Source: an optimization exercise on an open RTL-to-GDS flow (aim: small area, a short achievable clock period and few clock cycles). Production flows keep margins and buffers that such runs may drop. RTL that was checked went through simulation tests only; none was proved equivalent to the original.

## before
## seq_mult
module seq_mult #(parameter n = 32)
				(input start, rst, clk,
				input [n-1:0] a, b,
				output valid,
				output [2*n-1:0] result);
	localparam D  = 2;           
	localparam SB = 2*D;         
	localparam NS = 32/SB;       
	localparam W  = 32 + SB;     
	localparam CW = $clog2(NS);
	reg [31:0] breg;
	reg [31:0] h;                
	reg [32:0] l;                
	reg        pb;               
	reg [CW-1:0] cnt;
	reg        run, vld;
	wire [W-1:0] rows [0:D-1];
	wire [D-1:0] negs;
	genvar j;
	generate
		for (j = 0; j < D; j = j + 1) begin : g_row
			wire p  = (j == 0) ? pb : l[2*j-1];
			wire x0 = l[2*j];
			wire x1 = l[2*j+1];
			wire one = x0 ^ p;
			wire two = (x1 & ~x0 & ~p) | (~x1 & x0 & p);
			wire [32:0] m = ({33{one}} & {1'b0, breg}) | ({33{two}} & {breg, 1'b0});
			wire [W-1:0] me = {{(W-33){1'b0}}, m};
			assign rows[j] = (me << (2*j)) ^ {W{x1}};
			assign negs[j] = x1;
		end
	endgenerate
	reg [W-1:0] v;
	integer k;
	always @(*) begin
		v = {{(W-32){h[31]}}, h};
		for (k = 0; k < D; k = k + 1)
			v = v + rows[k] + {{(W-1){1'b0}}, negs[k]};
	end
	always @(posedge clk) begin
		if (start) begin
			breg <= b;
			h    <= {1'b0, (b & {32{a[0]}}) >> 1};
			l    <= {b[0] & a[0], 1'b0, a[31:1]};
			pb   <= 1'b0;
		end else begin
			h    <= v[W-1:SB];
			l    <= {v[SB-1:0], l[32:SB]};
			pb   <= l[SB-1];
		end
	end
	always @(posedge clk) begin
		if (rst) begin
			run <= 1'b0;
			vld <= 1'b0;
			cnt <= {CW{1'b0}};
		end else begin
			vld <= 1'b0;
			if (start) begin
				run <= 1'b1;
				cnt <= {CW{1'b0}};
			end else if (run) begin
				cnt <= cnt + 1'b1;
				if (cnt == NS-1) begin
					run <= 1'b0;
					vld <= 1'b1;
				end
			end
		end
	end
	assign valid  = vld;
  ...
==> module seq_mult, before the edit <==
module seq_mult #(parameter n = 32)
				(input start, rst, clk,
				input [n-1:0] a, b,
				output valid,
				output [2*n-1:0] result);
	localparam D  = 2;           
	localparam SB = 2*D;         
	localparam NS = 32/SB;       
	localparam W  = 32 + SB;     
	localparam CW = $clog2(NS);
	reg [31:0] breg;
	reg [31:0] h;                
	reg [32:0] l;                
	reg        pb;               
	reg [CW-1:0] cnt;
	reg        run, vld;
	wire [W-1:0] rows [0:D-1];
	wire [D-1:0] negs;
	genvar j;
	generate
		for (j = 0; j < D; j = j + 1) begin : g_row
			wire p  = (j == 0) ? pb : l[2*j-1];
			wire x0 = l[2*j];
			wire x1 = l[2*j+1];
			wire one = x0 ^ p;
			wire two = (x1 & ~x0 & ~p) | (~x1 & x0 & p);
			wire [32:0] m = ({33{one}} & {1'b0, breg}) | ({33{two}} & {breg, 1'b0});
			wire [W-1:0] me = {{(W-33){1'b0}}, m};
			assign rows[j] = (me << (2*j)) ^ {W{x1}};
			assign negs[j] = x1;
		end
	endgenerate
	reg [W-1:0] v;
	integer k;
	always @(*) begin
		v = {{(W-32){h[31]}}, h};
		for (k = 0; k < D; k = k + 1)
			v = v + rows[k] + {{(W-1){1'b0}}, negs[k]};
	end
	always @(posedge clk) begin
		if (start) begin
			breg <= b;
			h    <= {1'b0, (b & {32{a[0]}}) >> 1};
			l    <= {b[0] & a[0], 1'b0, a[31:1]};
			pb   <= 1'b0;
		end else begin
			h    <= v[W-1:SB];
			l    <= {v[SB-1:0], l[32:SB]};
			pb   <= l[SB-1];
		end
	end
	always @(posedge clk) begin
		if (rst) begin
			run <= 1'b0;
			vld <= 1'b0;
			cnt <= {CW{1'b0}};
		end else begin
			vld <= 1'b0;
			if (start) begin
				run <= 1'b1;
				cnt <= {CW{1'b0}};
			end else if (run) begin
				cnt <= cnt + 1'b1;
				if (cnt == NS-1) begin
					run <= 1'b0;
					vld <= 1'b1;
				end
			end
		end
	end
	assign valid  = vld;
	assign result = {h[30:0], l};
endmodule
Settings: LEC_CHECK=0, CAP_MARGIN=20, CORE_MARGIN=2, CORE_UTILIZATION=40, SLEW_MARGIN=20; clock period 5.0 ns.
run.sh (not shown) runs the stock make flow with config.mk's settings and CLKGATE_MAP_FILE= SYNTH_SCRIPT=/design/flow/synth_recipe.tcl, a recipe that flattens the netlist after the stock synthesis.
before: PASS, flow complete, no timing, DRC or antenna violations
diff inputs: before => after
-- flow/design.v --
<<< before, line 170
				output valid,
				output [2*n-1:0] result);
	localparam D  = 2;           
	localparam SB = 2*D;         
	localparam NS = 32/SB;       
>>> after, line 170
				output valid,
				output [2*n-1:0] result);
	localparam D  = 4;           
	localparam SB = 2*D;         
	localparam NS = 32/SB;       
==> summary.txt <==
- Diff before -> after: die extent in x now sits higher; portion of the clock cycle consumed by the worst path in the final layout increased 5.7 points.
- Delta (after minus before): flip-flop and latch count shows a reduction of 1; number of sinks on the clock net lost about 1%; number of ordinary and repair buffers in the finished layout saw an increase.
- When the final numbers for after and before were put side by side, the fmax turned out to be greater in before.
- Total routed wirelength went up by more than half going from before to after.
- Number of fill cells went up by more than half going from before to after.
- For before, the origin of the worst setup path was l[0], unlike after, where it was l[1].
Function was not checked in any run of this note: the RTL went through the layout flow alone.

========
seq_mult, a different RTL version from the one above (not shown whole).
For scale: ~130 I/O pins, about 0.014 mm² of cells after synthesis.
==> flow/config.mk <==
export PLATFORM = sky130hd
export DESIGN_NAME = seq_mult
export DESIGN_NICKNAME = seq_mult
export VERILOG_FILES = /design/flow/design.v
export SDC_FILE = /design/flow/constraint.sdc
export NUM_CORES = 4
export LEC_CHECK = 0
export ABC_AREA = 1
export CAP_MARGIN = 20
export CORE_MARGIN = 2
export CORE_UTILIZATION = 40
export SETUP_SLACK_MARGIN = 1.3
export SLEW_MARGIN = 20
export SYNTH_HIERARCHICAL = 1
==> flow/constraint.sdc <==
create_clock -name core_clock -period 5.0 [get_ports {clk}]
set_input_delay 1.0000 -clock core_clock [delete_from_list [all_inputs] [get_ports {clk}]]
set_output_delay 1.0000 -clock core_clock [all_outputs]
set_load 0.01 [all_outputs]
standard.sh (not shown) runs the stock make flow with config.mk's settings and CLKGATE_MAP_FILE= SYNTH_SCRIPT=/design/flow/synth_recipe.tcl, a recipe that flattens the netlist after the stock synthesis.
==> flow/flow/run.sh <==
#!/bin/bash
# The standard layout, with the port buffers made of buf_1 cells
# instead of the default clkdlybuf4s50_1. The make output goes to make.log.
set -euo pipefail
bash standard.sh "BUFFER_PORTS_ARGS=-buffer_cell sky130_fd_sc_hd__buf_1" finish > make.log 2>&1
Then changed:
--- a/flow/design.v
+++ b/flow/design.v
@@ -172,17 +172,16 @@
 	reg [31:0] breg;
 	reg [32:0] hs, hc;
 	reg [7:0] sl, cl;
 	reg [23:0] l;
 	reg        lb, ngd;
 	reg [1:0]  p01;
 	reg [1:0]  cnt;
 	reg        run, pend, vld;
-	reg        ldr;                 
 	function [15:0] sel;
 		input [7:0] x;
 		input y;
 		integer k;
 		reg [8:0] xy;
 		reg x1, x0, p;
 		begin
 			xy = {x, y};
@@ -192,17 +191,17 @@
 				p  = xy[2*k];
 				sel[k]       = ~x1 & (x0 ^ p);
 				sel[4+k]   = ~x1 & x0 & p;
 				sel[8+k] = x1 & (x0 ^ p);
 				sel[12+k] = x1 & ~x0 & ~p;
 			end
 		end
 	endfunction
-	wire       ld = ldr;
+	wire       ld = ~run;
 	wire [31:0] bm = ld ? b : breg;
 	wire [15:0] seli = sel(ld ? a[9:2] : l[7:0], lb & ~ld);
 	wire [32:0] hsi = ld ? {1'b1, 2'b00, b[31:2] & {30{a[0]}}} : hs;
 	wire [32:0] hci = ld ? {2'b00, b[31:1] & {31{a[1]}}} : hc;
 	wire       c2i = ld & a[0] & a[1] & b[0] & b[1];
 	wire [7:0] sli = sl & {8{run}};
 	wire [7:0] cli = cl & {8{run}};
 	wire       ngdi = ngd & run;
@@ -515,33 +514,30 @@
 		end else begin
 			lb   <= l[7];
 			l    <= {low[7:0], l[23:8]};
 		end
 	end
 	always @(posedge clk) begin
 		if (rst) begin
 			run  <= 1'b0;
-			ldr  <= 1'b1;
 			pend <= 1'b0;
 			vld  <= 1'b0;
 		end else begin
 			vld <= 1'b0;
 			if (!run) begin
 				if (start | pend) begin
 					run  <= 1'b1;
-					ldr  <= 1'b0;
 					pend <= 1'b0;
 					cnt  <= 2'd0;
 				end
 			end else begin
 				cnt <= cnt + 1'b1;
 				if (cnt == 2'd2) begin
 					run  <= 1'b0;
-					ldr  <= 1'b1;
 					pend <= start;
 					vld  <= ~start;
 				end
 			end
 		end
 	end
 	wire [37:0] hsum = {hs[29:0], sl} + {hc[29:0], cl};
 	assign valid  = vld;
Result:
- The changed run ran to the end with no violations
- synthesized cell count goes down by 1.1%
- core utilization goes up by 0.49 points
- cell area goes down by 0.89%
- non-clock buffer count goes down by 13
- final cell count goes down by about 1.1%
- count of clock-buffer cells in the layout goes down by 1
- worst setup slack is better by 0.0082 ns
- hold slack is better by 0.0070 ns
- register-to-register slack is worse by 0.02 ns
- area after synthesis goes down by about 0.9%
- maximum frequency is about the same
- global-route usage goes up by 0.63 points
Testbench counts after the change, summed over its fixed seeds: cycles 8,000.
For the first run of this note, only the layout was checked, not whether the RTL still works.

==> separate check: timing with driven ports <==
No port has a modelled driver above. Below, the same layouts with a new extraction and two added sets of constraints. Step 1 (the two cells are an assumption about what drives the block):
set clk [get_ports {clk}]
set_driving_cell -lib_cell sky130_fd_sc_hd__clkbuf_16 $clk
set_driving_cell -lib_cell sky130_fd_sc_hd__buf_2 [delete_from_list [all_inputs] $clk]
Step 2 moves the port delays by t, midway between the first and last clock arrival at a register: inputs arrive t later, outputs are due t later. That takes back most of the time a late clock gives input paths. Three values: no drivers, after step 1, after step 2; two values: the first two.
| run | shift t [ns] | setup WS [ns] | cell pins on the clock port's net |
|---|---|---|---|
| before | 0.410 | 0.376 / 0.376 / 0.376 | 1 |
| after | 0.448 | 0.090 / 0.090 / 0.090 | 1 |
| the first run of note 2 | 0.489 | 1.418 / 1.369 / 0.983 | 1 |
| the second run of note 2 | 0.494 | 1.426 / 1.401 / 0.973 | 1 |
After both steps every run listed still meets setup and hold. The setup slack of the second run of note 2, which loses most, moves by -0.025 ns with the drivers and by -0.453 ns with both steps.
